This is an optimization exercise on Yosys and OpenROAD, whose aim is small area and few clock cycles, not a production implementation. In this exercise RTL edits were held to simulation tests only and were not proved equivalent to the original. Power and IR drop assume default switching activity.

**flow/flow/run.sh**
```bash
#!/bin/bash
# Layout flow: the standard synthesis, then the combinational logic is
# re-mapped with an area-oriented ABC script (flip-flops untouched), then
# the standard layout steps on the re-mapped netlist.
# Each tool's output goes to a log file of its own in this folder.
set -euo pipefail
W=$(pwd)
R=$W/orfs/results/$FLOW_PLATFORM/RV32_CPU_top/base
LIB=$FLOW_HOME/platforms/$FLOW_PLATFORM/lib/sky130_fd_sc_hd__tt_025C_1v80.lib
DU=$(sed -n '/^export DONT_USE_CELLS/,/^#/p' $FLOW_HOME/platforms/$FLOW_PLATFORM/config.mk | grep -o 'sky130_fd_sc_hd__[a-z0-9_]*' | tr '\n' ' ')
# the re-mapping also leaves out the weakest (_0) cells: their small
# max-capacitance limits are easily exceeded once the layout is routed
DU="$DU $(grep -o 'cell *("sky130_fd_sc_hd__[a-z0-9]*_0")' $LIB | grep -o 'sky130_fd_sc_hd__[a-z0-9]*_0' | tr '\n' ' ')"
EXTRA=()
if [[ -f $W/flow/extra_make_args ]]; then
    mapfile -t EXTRA < <(grep -v '^#' $W/flow/extra_make_args | grep -v '^$')
fi

# 1. standard synthesis
bash standard.sh synth > $W/log_1_synth.log 2>&1
cp $R/1_2_yosys.v $W/netlist_standard.v

# 2. re-map the combinational logic with each ABC script in flow/abc/ and
#    keep the smallest result whose flip-flops are the standard synthesis's
flops() { grep -E '^\s*sky130_fd_sc_hd__\S*df\S* ' "$1" | awk '{print $1, $2}' | sort; }
std_flops=$(flops $W/netlist_standard.v)
best=""
best_area=""
for sc in $W/flow/abc/*.abc; do
    n=$(basename $sc .abc)
    if REMAP_IN=$W/netlist_standard.v REMAP_OUT=$W/netlist_remap_$n.v REMAP_LIB=$LIB \
       REMAP_DONT_USE="$DU" REMAP_SCRIPT=$sc \
           yosys -c $W/flow/remap.tcl > $W/log_2_remap_$n.log 2>&1; then
        a=$(grep -m1 "Chip area for module" $W/netlist_remap_$n.v.after.stat | awk '{print $NF}')
        if [[ "$std_flops" == "$(flops $W/netlist_remap_$n.v)" ]] && \
           ! grep -oE '\\\S+' $W/netlist_remap_$n.v | grep -qE '[:/]'; then
            echo "$n: area $a, accepted" >> $W/log_2_remap_check.log
            if [[ -z "$best" ]] || awk -v x="$a" -v y="$best_area" 'BEGIN{exit !(x < y)}'; then
                best=$n; best_area=$a
            fi
        else
            echo "$n: area $a, refused (flip-flops or names differ)" >> $W/log_2_remap_check.log
        fi
    else
        echo "$n: yosys failed" >> $W/log_2_remap_check.log
    fi
done
if [[ -n "$best" ]]; then
    echo "using $best" >> $W/log_2_remap_check.log
    cp $W/netlist_remap_$best.v $R/1_2_yosys.v
    touch $R/1_2_yosys.v
    rm -f $R/1_synth.odb
else
    echo "no re-mapped netlist accepted; keeping the standard netlist" >> $W/log_2_remap_check.log
fi

# 3. the standard layout steps
bash standard.sh "${EXTRA[@]}" finish > $W/log_3_layout.log 2>&1
```
**flow/flow/abc/s1.abc**
```
strash
dc2
&get -n
&dch -f
&nf
&put
```
**flow/flow/abc/s2.abc**
```
strash
dc2
&get -n
&dch -f
&nf
&put
strash
dc2
&get -n
&dch -f
&nf
&put
```
**flow/flow/abc/s3.abc**
```
strash
dc2
&get -n
&dch -f
&nf -R 100 -C 32 -F 8 -p
&put
```
**flow/flow/abc/s4.abc**
```
strash
dc2
&get -n
&dch -f
&nf -R 10 -C 32 -F 8 -p
&put
```
**flow/flow/abc/s5.abc**
```
strash
&get -n
&dch -f
&nf -R 100 -C 32 -F 8 -p
&put
```
**flow/flow/abc/s6.abc**
```
strash
dc2
&get -n
&dch -f
&nf -R 1000 -a
&put
```
**flow/flow/extra_make_args**
```
# extra ORFS make variables for the layout steps, one per line
CTS_ARGS=-sink_clustering_enable -repair_clock_nets -sink_clustering_size 25 -sink_clustering_max_diameter 100 -dont_use_dummy_load
BUFFER_PORTS_ARGS=-buffer_cell sky130_fd_sc_hd__buf_2
```
**flow/flow/remap.tcl**
```tcl
# Re-map the combinational logic of the standard synthesis netlist with an
# area-oriented ABC script. Flip-flops (and their instance names) are kept
# exactly as the standard synthesis made them.
# env: REMAP_IN, REMAP_OUT, REMAP_LIB, REMAP_DONT_USE, REMAP_SCRIPT
yosys -import
set lib $::env(REMAP_LIB)
read_liberty -ignore_miss_func $lib
setattr -mod -set keep_hierarchy 1 sky130_fd_sc_hd__*df* sky130_fd_sc_hd__conb_1
read_verilog -noautowire $::env(REMAP_IN)
hierarchy -top $::env(FLOW_TOP)
tee -o $::env(REMAP_OUT).before.stat stat -liberty $lib
flatten
opt_clean -purge
# constant drivers back to plain constants, so abc can absorb them
foreach c [tee -q -s result.string select -list t:sky130_fd_sc_hd__conb_1] { }
set du {}
foreach c $::env(REMAP_DONT_USE) { lappend du -dont_use $c }
abc -liberty $lib {*}$du -script $::env(REMAP_SCRIPT)
opt_clean -purge
setundef -zero
hilomap -singleton -hicell sky130_fd_sc_hd__conb_1 HI -locell sky130_fd_sc_hd__conb_1 LO
insbuf -buf sky130_fd_sc_hd__buf_4 A X
splitnets
opt_clean -purge
tee -o $::env(REMAP_OUT).after.stat stat -liberty $lib
select $::env(FLOW_TOP)
write_verilog -noattr -nohex -nodec -selected $::env(REMAP_OUT)
```
**flow/standard.sh**
```bash
#!/bin/bash
# synth_recipe.tcl (not shown) runs the flow's synth.tcl, then flattens the netlist and writes it again
# the make line also repeats each setting of config.mk as NAME=value (left out here)
make -C /OpenROAD-flow-scripts/flow DESIGN_CONFIG=/design/flow/config.mk WORK_HOME=/design/flow/orfs CLKGATE_MAP_FILE= SYNTH_SCRIPT=/design/flow/synth_recipe.tcl "${@:-finish}"
```
**flow/config.mk**
```make
export PLATFORM = sky130hd
export DESIGN_NAME = RV32_CPU_top
export DESIGN_NICKNAME = RV32_CPU_top
export VERILOG_FILES = /design/flow/design.v
export SDC_FILE = /design/flow/constraint.sdc
export NUM_CORES = 4
export LEC_CHECK = 0
export ABC_AREA = 1
export CAP_MARGIN = 15
export CORE_MARGIN = 2
export CORE_UTILIZATION = 40
export PLACE_DENSITY = 0.5
export SLEW_MARGIN = 15
```
**flow/constraint.sdc**
```tcl
create_clock -name core_clock -period 16.0 [get_ports {CLK100}]
set_input_delay 3.2000 -clock core_clock [delete_from_list [all_inputs] [get_ports {CLK100}]]
set_output_delay 3.2000 -clock core_clock [all_outputs]
set_load 0.01 [all_outputs]
```
**flow/design.v**
```verilog
`timescale 1ns / 1ps
module RV32_CPU_top(
    input CLK100,
    input rst,
    output [9:0] LED,
    input [3:0] PB,
    output [15:2] imem_addr,
    input [31:0] imem_rdata,
    output [15:2] dmem_addr,
    input [31:0] dmem_rdata,
    output dmem_we,
    output [3:0] dmem_be,
    output [31:0] dmem_wdata
);
    wire clk = CLK100;
    reg        e_valid;      
    reg [31:0] e_pc;
    reg [31:0] w_data;       
    reg [4:0]  w_rd;         
    reg        w_load;
    reg [2:0]  w_f3;
    wire [31:0] iw = imem_rdata;
    wire [4:0]  op = iw[6:2];
    wire [2:0]  f3 = iw[14:12];
    wire [4:0]  rd = iw[11:7];
    wire [4:0]  rs1 = iw[19:15];
    wire [4:0]  rs2 = iw[24:20];
    wire is_ctl    = op[4:3] == 2'b11;                  
    wire is_branch = is_ctl & ~op[0];
    wire is_jal    = is_ctl & op[0] & op[1];
    wire is_jalr   = is_ctl & op[0] & ~op[1];
    wire is_mem    = ~op[4] & ~op[2];                   
    wire is_load   = is_mem & ~op[3];
    wire is_store  = is_mem & op[3];
    wire is_opr    = op == 5'b01100;                    
    wire is_opi    = op == 5'b00100;                    
    wire is_lui    = op == 5'b01101;
    wire is_auipc  = op == 5'b00101;
    wire [31:0] io_word = (w_data[3:2] == 2'b00) ? {28'b0, PB} : 32'b0;
    wire [31:0] ld_word = w_data[31] ? io_word : dmem_rdata;
    wire [15:0] ld_half = w_data[1] ? ld_word[31:16] : ld_word[15:0];
    wire [7:0]  ld_byte = w_data[0] ? ld_half[15:8] : ld_half[7:0];
    reg  [31:0] ld_val;
    always_comb begin
        case (w_f3[1:0])
            2'b00:   ld_val = {{24{~w_f3[2] & ld_byte[7]}}, ld_byte};
            2'b01:   ld_val = {{16{~w_f3[2] & ld_half[15]}}, ld_half};
            default: ld_val = ld_word;
        endcase
    end
    wire [31:0] w_val = w_load ? ld_val : w_data;
    wire        w_we = |w_rd;
    wire [31:0] rf1, rf2;
    regs regs (
        .clk(clk),
        .reset(rst),
        .rs1_reg(rs1),
        .rs2_reg(rs2),
        .rs1_data(rf1),
        .rs2_data(rf2),
        .wb_reg(w_rd),
        .wb_data(w_val)
    );
    wire fwd1 = w_we && w_rd == rs1;
    wire fwd2 = w_we && w_rd == rs2;
    wire [31:0] a = fwd1 ? w_val : rf1;
    wire [31:0] b = fwd2 ? w_val : rf2;
    wire [31:0] imm_i = {{20{iw[31]}}, iw[31:20]};
    wire [31:0] imm_s = {{20{iw[31]}}, iw[31:25], iw[11:7]};
    wire [31:0] imm_b = {{20{iw[31]}}, iw[7], iw[30:25], iw[11:8], 1'b0};
    wire [31:0] imm_j = {{12{iw[31]}}, iw[19:12], iw[20], iw[30:21], 1'b0};
    wire [31:0] imm_u = {iw[31:12], 12'b0};
    wire [31:0] alu_b = (is_opr | is_branch) ? b : (is_store ? imm_s : imm_i);
    wire sub = is_branch | ((is_opr | is_opi) & f3[2:1] == 2'b01) |
               (is_opr & f3 == 3'b000 & iw[30]);
    wire [2:0] f3_alu = (is_opr | is_opi) ? f3 : 3'b000;
    wire [31:0] alu_res, sum;
    wire lt_s, lt_u, eq;
    ALU alu (
        .a(a),
        .b(alu_b),
        .sub(sub),
        .f3(f3_alu),
        .arith(iw[30]),
        .sum(sum),
        .lt_s(lt_s),
        .lt_u(lt_u),
        .eq(eq),
        .res(alu_res)
    );
    wire [31:0] pc_imm = is_branch ? imm_b : (is_jal ? imm_j : imm_u);
    logic [31:0] pc_add, pc_4;
    logic ca, ci;
    always_comb begin
        ca = 1'b0;
        for (int i = 0; i < 32; i++) begin
            pc_add[i] = e_pc[i] ^ pc_imm[i] ^ ca;
            ca = (e_pc[i] & pc_imm[i]) | (ca & (e_pc[i] ^ pc_imm[i]));
        end
        ci = 1'b1;
        pc_4[1:0] = e_pc[1:0];
        for (int i = 2; i < 32; i++) begin
            pc_4[i] = e_pc[i] ^ ci;
            ci = ci & e_pc[i];
        end
    end
    wire cond = (f3[2] ? (f3[1] ? lt_u : lt_s) : eq) ^ f3[0];
    wire take = e_valid & (is_jal | is_jalr | (is_branch & cond));
    wire [31:0] next_pc = take ? (is_jalr ? {sum[31:1], 1'b0} : pc_add) : pc_4;
    assign imem_addr = next_pc[15:2];
    reg [31:0] result;
    always_comb begin
        if (is_ctl)
            result = pc_4;
        else if (is_lui)
            result = imm_u;
        else if (is_auipc)
            result = pc_add;
        else
            result = alu_res;    
    end
    wire writes = e_valid & ~is_branch & ~is_store;
    assign dmem_addr = sum[15:2];
    assign dmem_we = e_valid & is_store & ~sum[31];
    assign dmem_be = f3[1] ? 4'b1111 :
                     f3[0] ? (sum[1] ? 4'b1100 : 4'b0011) :
                             (4'b0001 << sum[1:0]);
    assign dmem_wdata = f3[1] ? b : (f3[0] ? {2{b[15:0]}} : {4{b[7:0]}});
    wire io_we = e_valid & is_store & sum[31] & sum[3:2] == 2'b01;
    RV32_IO io (
        .clk(clk),
        .reset(rst),
        .io_we(io_we),
        .io_be(dmem_be[1:0]),
        .io_wdata(dmem_wdata[9:0]),
        .leds(LED)
    );
    always_ff @(posedge clk) begin
        if (rst) begin
            e_valid <= 1'b0;
            e_pc <= 32'hFFFFFFFC;    
            w_rd <= 5'd0;
            w_load <= 1'b0;
        end else begin
            e_valid <= 1'b1;
            e_pc <= next_pc;
            w_rd <= writes ? rd : 5'd0;
            w_load <= e_valid & is_load;
        end
    end
    always_ff @(posedge clk) begin
        w_data <= result;
        w_f3 <= f3;
    end
endmodule
`timescale 1ns / 1ps
module ALU(
    input [31:0] a,
    input [31:0] b,
    input sub,
    input [2:0] f3,
    input arith,
    output [31:0] sum,
    output lt_s,
    output lt_u,
    output eq,
    output logic [31:0] res
);
    wire [31:0] bx = b ^ {32{sub}};
    wire [31:0] p = a ^ bx;
    logic [31:0] G, P;
    logic [32:0] c;
    always_comb begin
        G = a & bx;
        P = p;
        G[0] = G[0] | (P[0] & sub);
        for (int l = 0; l < 5; l++)
            for (int i = 0; i < 32; i++)
                if ((i + 1) % (2 << l) == 0) begin
                    G[i] = G[i] | (P[i] & G[i - (1 << l)]);
                    P[i] = P[i] & P[i - (1 << l)];
                end
        for (int l = 3; l >= 0; l--)
            for (int i = 0; i < 32; i++)
                if ((i + 1) % (2 << l) == (1 << l) && i >= (2 << l)) begin
                    G[i] = G[i] | (P[i] & G[i - (1 << l)]);
                    P[i] = P[i] & P[i - (1 << l)];
                end
        c[0] = sub;
        for (int i = 0; i < 32; i++) c[i + 1] = G[i];
    end
    assign sum = p ^ c[31:0];
    assign lt_u = ~c[32];
    assign lt_s = (a[31] ^ b[31]) ? a[31] : sum[31];
    assign eq = P[31];       
    wire left = ~f3[2];
    logic [31:0] a_rev;
    always_comb for (int i = 0; i < 32; i++) a_rev[i] = a[31 - i];
    wire [31:0] sh_in = left ? a_rev : a;
    wire fill = arith & a[31] & ~left;
    wire [31:0] sh_out = 32'($signed({fill, sh_in}) >>> b[4:0]);
    logic [31:0] sh_rev;
    always_comb for (int i = 0; i < 32; i++) sh_rev[i] = sh_out[31 - i];
    always_comb begin
        case (f3)
            3'b000: res = sum;
            3'b001: res = sh_rev;
            3'b010: res = {31'b0, lt_s};
            3'b011: res = {31'b0, lt_u};
            3'b100: res = a ^ b;
            3'b101: res = sh_out;
            3'b110: res = a | b;
            default: res = a & b;
        endcase
    end
endmodule
`timescale 1ns / 1ps
module RV32_IO(
    input clk,
    input reset,
    input io_we,
    input [1:0] io_be,
    input [9:0] io_wdata,
    output reg [9:0] leds
);
    always_ff @(posedge clk) begin
        if (reset)
            leds <= 10'b0;
        else if (io_we) begin
            if (io_be[0]) leds[7:0] <= io_wdata[7:0];
            if (io_be[1]) leds[9:8] <= io_wdata[9:8];
        end
    end
endmodule
`timescale 1ns / 1ps
module regs(
    input clk,
    input reset,
    input [4:0] rs1_reg,
    input [4:0] rs2_reg,
    input [4:0] wb_reg,          
    input [31:0] wb_data,
    output [31:0] rs1_data,
    output [31:0] rs2_data
);
    logic [31:0] registers [1:31];
    always_ff @(posedge clk) begin
        for (int i = 1; i < 32; i++)
            if (reset)
                registers[i] <= 32'b0;
            else if (wb_reg == i)
                registers[i] <= wb_data;
    end
    logic [31:0] r1, r2;
    always_comb begin
        r1 = '0;
        r2 = '0;
        for (int i = 1; i < 32; i++) begin
            r1 = r1 | ({32{rs1_reg == i}} & registers[i]);
            r2 = r2 | ({32{rs2_reg == i}} & registers[i]);
        end
    end
    assign rs1_data = r1;
    assign rs2_data = r2;
endmodule
```
==> out/qor.log, run 1 <==
[floorplan] die height 360 um
[global_route] number of antenna violations at the first check in global routing 21
[pwr] Flop pwr share 50.4%
[pwr] Internal Power 3.64 mW
[synth] post-synth net total 6040
[final_layout] P&R area growth vs syn 15.5%
[pwr] peak supply drop 0.0829 mV
[flow_run] Max-Cap Viols 0
[drt] routed via count divided by cell count 7.63
[clocking] total number of clock tree sinks 1076
[critical_path] worst-path maximum fanout 16
[global_route] largest net degree at the start of global routing 213
[clocking] TritonCTS clock tree done
[sta] minimum period implied by the final worst setup slack 15680 ps
[clocking] latest clock arrival within the worst-skew pair 750 ps
[pwr] power per standard cell area 95.5 nW/um^2
[sta] number of setup violations in the final report 0
[critical_path] CP Data Arrival Time 12480 ps
[drt] average wire per standard cell 40.9 um
[placed_design] sum of net half-perimeters after detailed placement 211000 um
[global_route] wire length of the first global-routing pass 453000 um
[synth] warning count from the yosys run 5
[critical_path] Most Frequent Cell on Critical Path a21oi_1
[sta] Slew HR 7.85%
[floorplan] die area 129000 um^2
[min_path] classification of the worst-slack hold path reg -> reg
[clocking] Max Root-Sink Buffers 3
[sta] Worst Tran Pin Value 1380 ps
[drt] via count 62200
[critical_path] slowest cell on the critical path and3_1
[sta] final hold violation count 0
[sta] final-layout setup total negative slack 0 ps
[sta] smallest hold slack 499 ps
[pwr] part of the power in the clock network 27.4%
[final_layout] final core utilization 46.5%
[sta] number of max-slew violations in the final report 0
[clocking] TritonCTS buffer count 52
[synth] Syn Std Cell Area 50600 um^2
[final_layout] share of final-layout standard cells stronger than drive strength 1 10.4%
[placed_design] setup slack at placement 389 ps
[drt] DRC Markers 0
[floorplan] effective utilization at floorplan 40.3%
[drt] Final ANT Viol Nets 0
[floorplan] Die W 360 um
[status] outcome complete, no violations
[placed_design] weighted congestion reported at the end of routability-driven placement 1.06
[drt] drt pass-1 iters 14
[clocking] clock root buffer clkbuf_16
[clocking] # H-tree levels 2
[critical_path] required time worst endpoint 12800 ps
[clocking] clock slew at reported path FFs 90 ps
[critical_path] Worst path max stage delay 490 ps
[pwr] Static Leakage 20.5 nW
[sta] max frequency 63.8 MHz
[floorplan] count of boundary I/O pins 145
[placed_design] Port Buffer Count 142
[sta] minimum setup slack in the final design 321 ps
[sta] final critical-path share of the clock period 98.0%
[floorplan] number of placement rows 130
[clocking] CTS Hold Bufs 0
[drt] count of routing violations after the opening detailed-route iteration 14100
[global_route] number of global-route vias before repair 55500
[global_route] All-Layer GR Usage 49.1%
[critical_path] Critical Path Source Type primary input
[pwr] relative contribution of combinational cells to total power 22.2%
[floorplan] Floorplan Core Area 126000 um^2
[synth] Cells after Synth 5970
[synth] average size of a mapped cell 8.47 um^2
[sta] largest clock skew in the final design 105 ps
[drt] post-detailed-routing wire length 334000 um
[critical_path] Crit Path Class in -> out
[pwr] Net Switching 1.94 mW
[critical_path] register-to-register path setup slack 5840 ps
[critical_path] kind of end point of the critical path primary output
[global_route] Congestion Overflow GR 0
[pwr] switching share of power 34.7%
[final_layout] Total Nets Final 6559
[cells in the final DEF (no fill, tap or decap), drive strengths merged, types with 6 or more instances in the layout]
master / instances
o221ai: 19
nor2b: 45
mux2i: 71
a22oi: 197
o21a: 7
clkinv: 28
a22o: 54
buf: 474
a21o: 22
nor2: 237
a221oi: 98
nand2: 347
o21ai: 1241
diode: 20
a21oi: 1284
nand2b: 72
a221o: 11
and3: 19
or3: 8
o31ai: 14
nor4: 15
a32oi: 8
o211ai: 35
a31oi: 19
or2: 19
clkbuf: 53
nor3: 91
nand4: 140
a211oi: 20
nand3: 72
a211o: 6
xnor2: 86
xor2: 58
and2: 24
dfxtp: 1076
o22ai: 12
a222oi: 418
nor3b: 21
a32o: 17
[worst max-delay path: cells and delay by family]
family,cells,cell delay (ps)
compound gates,20,4540
xor+xnor,3,720
fa+ha+maj,2,700
buf+inv,8,1830
mux,1,300
simple gates,7,1150
[metrics by stage]
stage	total power, mW	std cells	area, um^2
3_5_place_dp	4.04	8080	57000
4_1_cts	5.49	8132	58300
3_3_place_gp	4.04	8079	56900
5_1_grt	5.68	8137	58400
6_report	5.58	8157	58400
2_1_floorplan	3.47	5970	50700
[registers in the layout, indices dropped and copies added, names as in the netlist]
| name | count |
|---|---|
| e_valid | 1 |
| w_load | 1 |
| io.leds | 10 |
| regs.registers | 992 |
| e_pc | 32 |
| w_rd | 5 |
| w_data | 32 |
| w_f3 | 3 |
[power by group through the flow]
| stage | clock, mW | combinational (mW) | sequential (mW) |
|---|---|---|---|
| finish | 1.53 | 1.24 | 2.81 |
| global route | 1.59 | 1.27 | 2.82 |
| CTS | 1.51 | 1.17 | 2.81 |
| detailed placement | 0 | 1.17 | 2.87 |
| global placement | 0 | 1.17 | 2.87 |
| floorplan | 0 | 0.629 | 2.84 |
[layout make-up]
class / count / area [um^2]
Sequential cell: 1076 / 21500
Tap cell: 1650 / 2060
Clock buffer: 52 / 1300
Antenna cell: 20 / 50.0
Inverter: 30 / 129
Fill cell: 12600 / 67200
Multi-Input combinational cell: 4854 / 29800
Timing Repair Buffer: 475 / 3510
[metal layers]
layer / up-vias / global-route usage [%] / wire length [um]
li1: 25400 / - / -
met1: 29600 / 63.3 / 125000
met2: 5557 / 66.6 / 128000
met3: 1665 / 19.8 / 52200
met4: 42 / 32.2 / 28000
met5: - / 1.37 / 555
[path summary, 6_finish.rpt]
path | startpoint | to | cells after the start
max reg2reg | e_pc[1] | w_data[31] | 55
min reg2reg | io.leds[4] | io.leds[4] | 2
min | io.leds[4] | io.leds[4] | 2
max | imem_rdata[20] | imem_addr[14] | 41
[timing repair]
action                     in CTS  in global routing
setup endpoints to repair       0                 14
gates resized for setup         0                  5
setup buffers                   0                  3
Testbench counts, summed over its fixed seeds: cycles 159,730.
==> inputs of run 2 (changes only) <==
--- a/flow/flow/run.sh
+++ b/flow/flow/run.sh
@@ -1,6 +1,7 @@
 #!/bin/bash
 # Layout flow: the standard synthesis, then the combinational logic is
-# re-mapped with an area-oriented ABC script (flip-flops untouched), then
+# re-mapped with area-oriented ABC scripts (with ABC's own buffering and
+# gate sizing; flip-flops untouched), the smallest result kept, then
 # the standard layout steps on the re-mapped netlist.
 # Each tool's output goes to a log file of its own in this folder.
 set -euo pipefail
==> flow/flow/abc/s1.abc (replaced) <==
strash
dc2
&get -n
&dch -f
&nf
&put
topo
stime -c
buffer -c
upsize -c
dnsize -c
==> flow/flow/abc/s2.abc (replaced) <==
strash
dc2
&get -n
&dch -f
&nf
&put
strash
dc2
&get -n
&dch -f
&nf
&put
topo
stime -c
buffer -c
upsize -c
dnsize -c
==> flow/flow/abc/s3.abc (replaced) <==
strash
dc2
&get -n
&dch -f
&nf -R 100 -C 32 -F 8 -p
&put
topo
stime -c
buffer -c
upsize -c
dnsize -c
==> flow/flow/abc/s4.abc (replaced) <==
strash
dc2
&get -n
&dch -f
&nf -R 10 -C 32 -F 8 -p
&put
topo
stime -c
buffer -c
upsize -c
dnsize -c
==> flow/flow/abc/s5.abc (replaced) <==
strash
&get -n
&dch -f
&nf -R 100 -C 32 -F 8 -p
&put
topo
stime -c
buffer -c
upsize -c
dnsize -c
==> flow/flow/abc/s6.abc (replaced) <==
strash
dc2
&get -n
&dch -f
&nf -R 1000 -a
&put
topo
stime -c
buffer -c
upsize -c
dnsize -c
--- a/flow/config.mk
+++ b/flow/config.mk
@@ -9,5 +9,5 @@
 export CAP_MARGIN = 15
 export CORE_MARGIN = 2
 export CORE_UTILIZATION = 40
-export PLACE_DENSITY = 0.5
+export PLACE_DENSITY = 0.44
 export SLEW_MARGIN = 15
==> run 2 against run 1 <==
Via count down 1.7%. Worst hold slack worse by 4.5 ps. Core utilization shrank 2.9 points. Still clean. Synthesized cell count increased by 12%. Sequential power is essentially flat. Register-to-register slack improved by 570 ps. Area after synthesis increased by 5.7%. Non-clock buffer count is 50 lower. Maximum frequency rose by 2.2%. First-iteration DRC count decreased by 7.3%. Worst setup slack improved by 340 ps. Critical path type unchanged. Clock skew is 38 ps higher.
==> out/qor.log, run 2 <==
[status] outcome complete, no violations
[sta] largest clock skew in the final design 143 ps [+37.6 ps]
[min_path] Hold Path Cell Cnt 2 [unchanged]
[drt] DRC Markers 0 [unchanged]
[drt] via count 61200 [-1.7%]
[sta] final critical-path share of the clock period 95.9% [-2.1 points]
[clocking] TritonCTS clock tree done
[synth] post-synth net total 6757 [+12%]
[sta] number of max-slew violations in the final report 0 [unchanged]
[placed_design] sum of net half-perimeters after detailed placement 196000 um [-6.8%]
[floorplan] die area 137000 um^2 [+5.7%]
[final_layout] max FFs per register 992 [unchanged]
[critical_path] register-to-register path setup slack 6410 ps [+570 ps]
[synth] average size of a mapped cell 8.00 um^2 [-5.6%]
[final_layout] highest-count cells in the layout ignoring fill and taps a21oi_1 (1259), o21ai_1 (1236), dfxtp_1 (1076)
[critical_path] number of cell instances on the worst register-to-register path 57 [+3.6%]
[final_layout] layout filler cell count 13500 [+7.5%]
[critical_path] cell type group with the largest total delay on the critical path compound AO/OA/AOI/OAI gates
[final_layout] most frequent standard cell in the layout excluding fill and tap cells a21oi_1
[critical_path] kind of end point of the critical path primary output
[sta] max frequency 65.2 MHz [+2.2%]
[global_route] wire length of the first global-routing pass 449000 um [-0.90%]
[min_path] source of the worst hold timing path io.leds[9]
[critical_path] start of the worst register-to-register path e_pc[1]
[clocking] latest clock arrival within the worst-skew pair 760 ps [about the same]
[pwr] Static Leakage 20.4 nW [-0.82%]
[sta] RSZ-0062 raised after global routing false
[placed_design] Port Buffer Count 142 [unchanged]
[clocking] clock slew at reported path FFs 30 ps [-60 ps]
[floorplan] effective utilization at floorplan 40.2% [-0.10 points]
[final_layout] post-route standard cell area excluding fillers 58000 um^2 [-0.71%]
[clocking] CTS Hold Bufs 0 [unchanged]
[drt] Final ANT Viol Nets 0 [unchanged]
[drt] average wire per standard cell 40.2 um [-1.7%]
[clocking] total number of clock tree sinks 1076 [unchanged]
[final_layout] biggest regs regs.registers x992, e_pc x32, w_data x32
[clocking] TritonCTS buffer count 53 [+1.9%]
[placed_design] Post-DP Area 56600 um^2 [-0.64%]
[min_path] classification of the worst-slack hold path reg -> reg
[floorplan] Die W 370 um [+2.8%]
[sta] Slew HR 9.79% [+1.9 points]
[sta] final hold violation count 0 [unchanged]
[critical_path] Most Frequent Cell on Critical Path a21oi_1
[global_route] All-Layer GR Usage 46.3% [-2.8 points]
[flow_run] Max-Cap Viols 0 [unchanged]
[drt] post-detailed-routing wire length 331000 um [-0.88%]
[final_layout] Total Nets Final 6510 [-0.75%]
[critical_path] Worst path max stage delay 850 ps [+360 ps]
[clocking] buffer count from post-CTS setup fixing 0 [unchanged]
[global_route] largest net degree at the start of global routing 233 [+9.4%]
[floorplan] die height 370 um [+2.8%]
[critical_path] worst-path maximum fanout 14 [-2]
[synth] Cells after Synth 6687 [+12%]
[critical_path] slowest cell on the critical path nor4b_2
[sta] minimum period implied by the final worst setup slack 15340 ps [-339 ps]
[critical_path] Critical Path Source Type primary input
[pwr] power per standard cell area 95.8 nW/um^2 [+0.35%]
[pwr] total design power 5.56 mW [-0.36%]
[critical_path] worst path bufs/invs 6 [-2]
[synth] warning count from the yosys run 5 [unchanged]
[synth] Syn Std Cell Area 53500 um^2 [+5.7%]
[global_route] Congestion Overflow GR 0 [unchanged]
[final_layout] register cell area after layout 21500 um^2 [unchanged]
[critical_path] Crit Path Class in -> out
[final_layout] top register by number of flip-flops regs.registers
[clocking] # H-tree levels 2 [unchanged]
[drt] count of routing violations after the opening detailed-route iteration 13100 [-7.3%]
[global_route] number of antenna violations at the first check in global routing 25 [+19%]
[sta] minimum setup slack in the final design 660 ps [+339 ps]
[critical_path] CP Data Arrival Time 12140 ps [-340 ps]
[critical_path] required time worst endpoint 12800 ps [about the same]
[min_path] sink of the worst hold path io.leds[9]
[drt] routed via count divided by cell count 7.44 [-2.5%]
[drt] drt pass-1 iters 13 [-1]
[critical_path] Crit path depth 39 [-4.9%]
[clocking] Max Root-Sink Buffers 3 [unchanged]
[sta] number of setup violations in the final report 0 [unchanged]
[floorplan] Floorplan Core Area 133000 um^2 [+6.0%]
[global_route] number of global-route vias before repair 54200 [-2.3%]
[floorplan] count of boundary I/O pins 145 [unchanged]
[floorplan] number of placement rows 134 [+3.1%]
[sta] Worst Tran Pin Value 1350 ps [-29.0 ps]
[critical_path] R2R Path End w_data[31]
[pwr] peak supply drop 0.0805 mV [-2.8%]
[clocking] clock root buffer clkbuf_16
[clocking] Resized cells post-CTS 0 [unchanged]
[placed_design] weighted congestion reported at the end of routability-driven placement 0.979 [-7.4%]
[final_layout] share of final-layout standard cells stronger than drive strength 1 10.5% [+0.11 points]
[final_layout] multi-input gate area in the final layout 29800 um^2 [about the same]
[sta] final-layout setup total negative slack 0 ps [unchanged]
[placed_design] setup slack at placement 956 ps [+566 ps]
[final_layout] P&R area growth vs syn 8.44%
-- run 2: cell types whose count changed in the layout (fill, tap and decap cells not counted), moves of 13 or more --
cell	previous run	this run
nor3_2	22	36
inv_1	0	24
nor3_1	68	55
buf_12	22	6
clkinv_1	28	2
buf_4	310	277
or2_2	0	13
or2_1	19	6
-- run 2: worst min-delay path, delay by kind of cell (launching register included) --
kind / cells / cell delay (ps)
DFF: 1 / 320
muxes: 1 / 60
and+or+nand+nor: 1 / 80
-- run 2: per-layer routing --
layer / wire (um) / share of wire [%] / vias up / global-route usage (%)
met1: 127000 / 38 / 29300 / 60.8
met2: 130000 / 39 / 5209 / 64.4
met3: 47200 / 14 / 1376 / 16.3
met4: 26200 / 7.9 / 28 / 28.4
li1: - / - / 25300 / -
met5: 238 / 0.072 / - / 0
-- run 2: final cells by class --
| type | instances | share of cell area, % |
|---|---|---|
| Timing Repair Buffer | 425 | 5.02 |
| Clock buffer | 53 | 2.29 |
| Inverter | 30 | 0.207 |
| Tap cell | 1768 | 3.81 |
| Multi-Input combinational cell | 4854 | 51.4 |
| Antenna cell | 19 | 0.0820 |
| Sequential cell | 1076 | 37.1 |
-- run 2: where the power goes --
part	leakage, nW	internal, mW	switching [mW]
Combinational	11.0	0.313	0.876
Clock	0.653	0.590	0.969
Sequential	8.70	2.74	0.0669
Total	20.4	3.64	1.91
-- run 2: through the flow --
step	cells	utilization (%)	hold WS, ps
2_1_floorplan	6687	-	419
5_1_grt	8206	43.5	547
3_3_place_gp	8151	42.5	468
6_report	8225	43.6	495
4_1_cts	8205	43.5	503
3_5_place_dp	8152	42.5	493
-- run 2: worst max path at each step --
| stage | to | startpoint |
|---|---|---|
| floorplan | imem_addr[10] | imem_rdata[21] |
| global placement | imem_addr[5] | imem_rdata[20] |
| detailed placement | imem_addr[15] | imem_rdata[20] |
| CTS | imem_addr[15] | imem_rdata[20] |
| global route | imem_addr[4] | imem_rdata[20] |
| finish | imem_addr[15] | imem_rdata[20] |

## static timing again, ports no longer ideal
The flow's constraints put no driver on any port. The routed layouts listed below were extracted and timed again, unchanged, in two steps.
Step 1: set_driving_cell puts a clkbuf_16 on CLK100 and a buf_2 on each other input, an assumption about the parent block.
Step 2 moves the port delays by t, midway between the first and last clock arrival at a register: inputs arrive t later, outputs are due t later. That takes back most of the time a late clock gives input paths.
Three values: ideal ports, drivers, drivers and shift; two values: the first two.
run | t, ns | setup slack, ns | worst setup path after step 2
run 1 | 0.781 | 0.321 / 0.297 / 0.297 | input to output
run 2 | 0.775 | 0.660 / 0.637 / 0.637 | input to output
After both steps setup and hold are still met in every run listed. For run 1, which loses most, drivers alone change the setup slack by -0.024 ns; drivers and shift together by -0.024 ns.
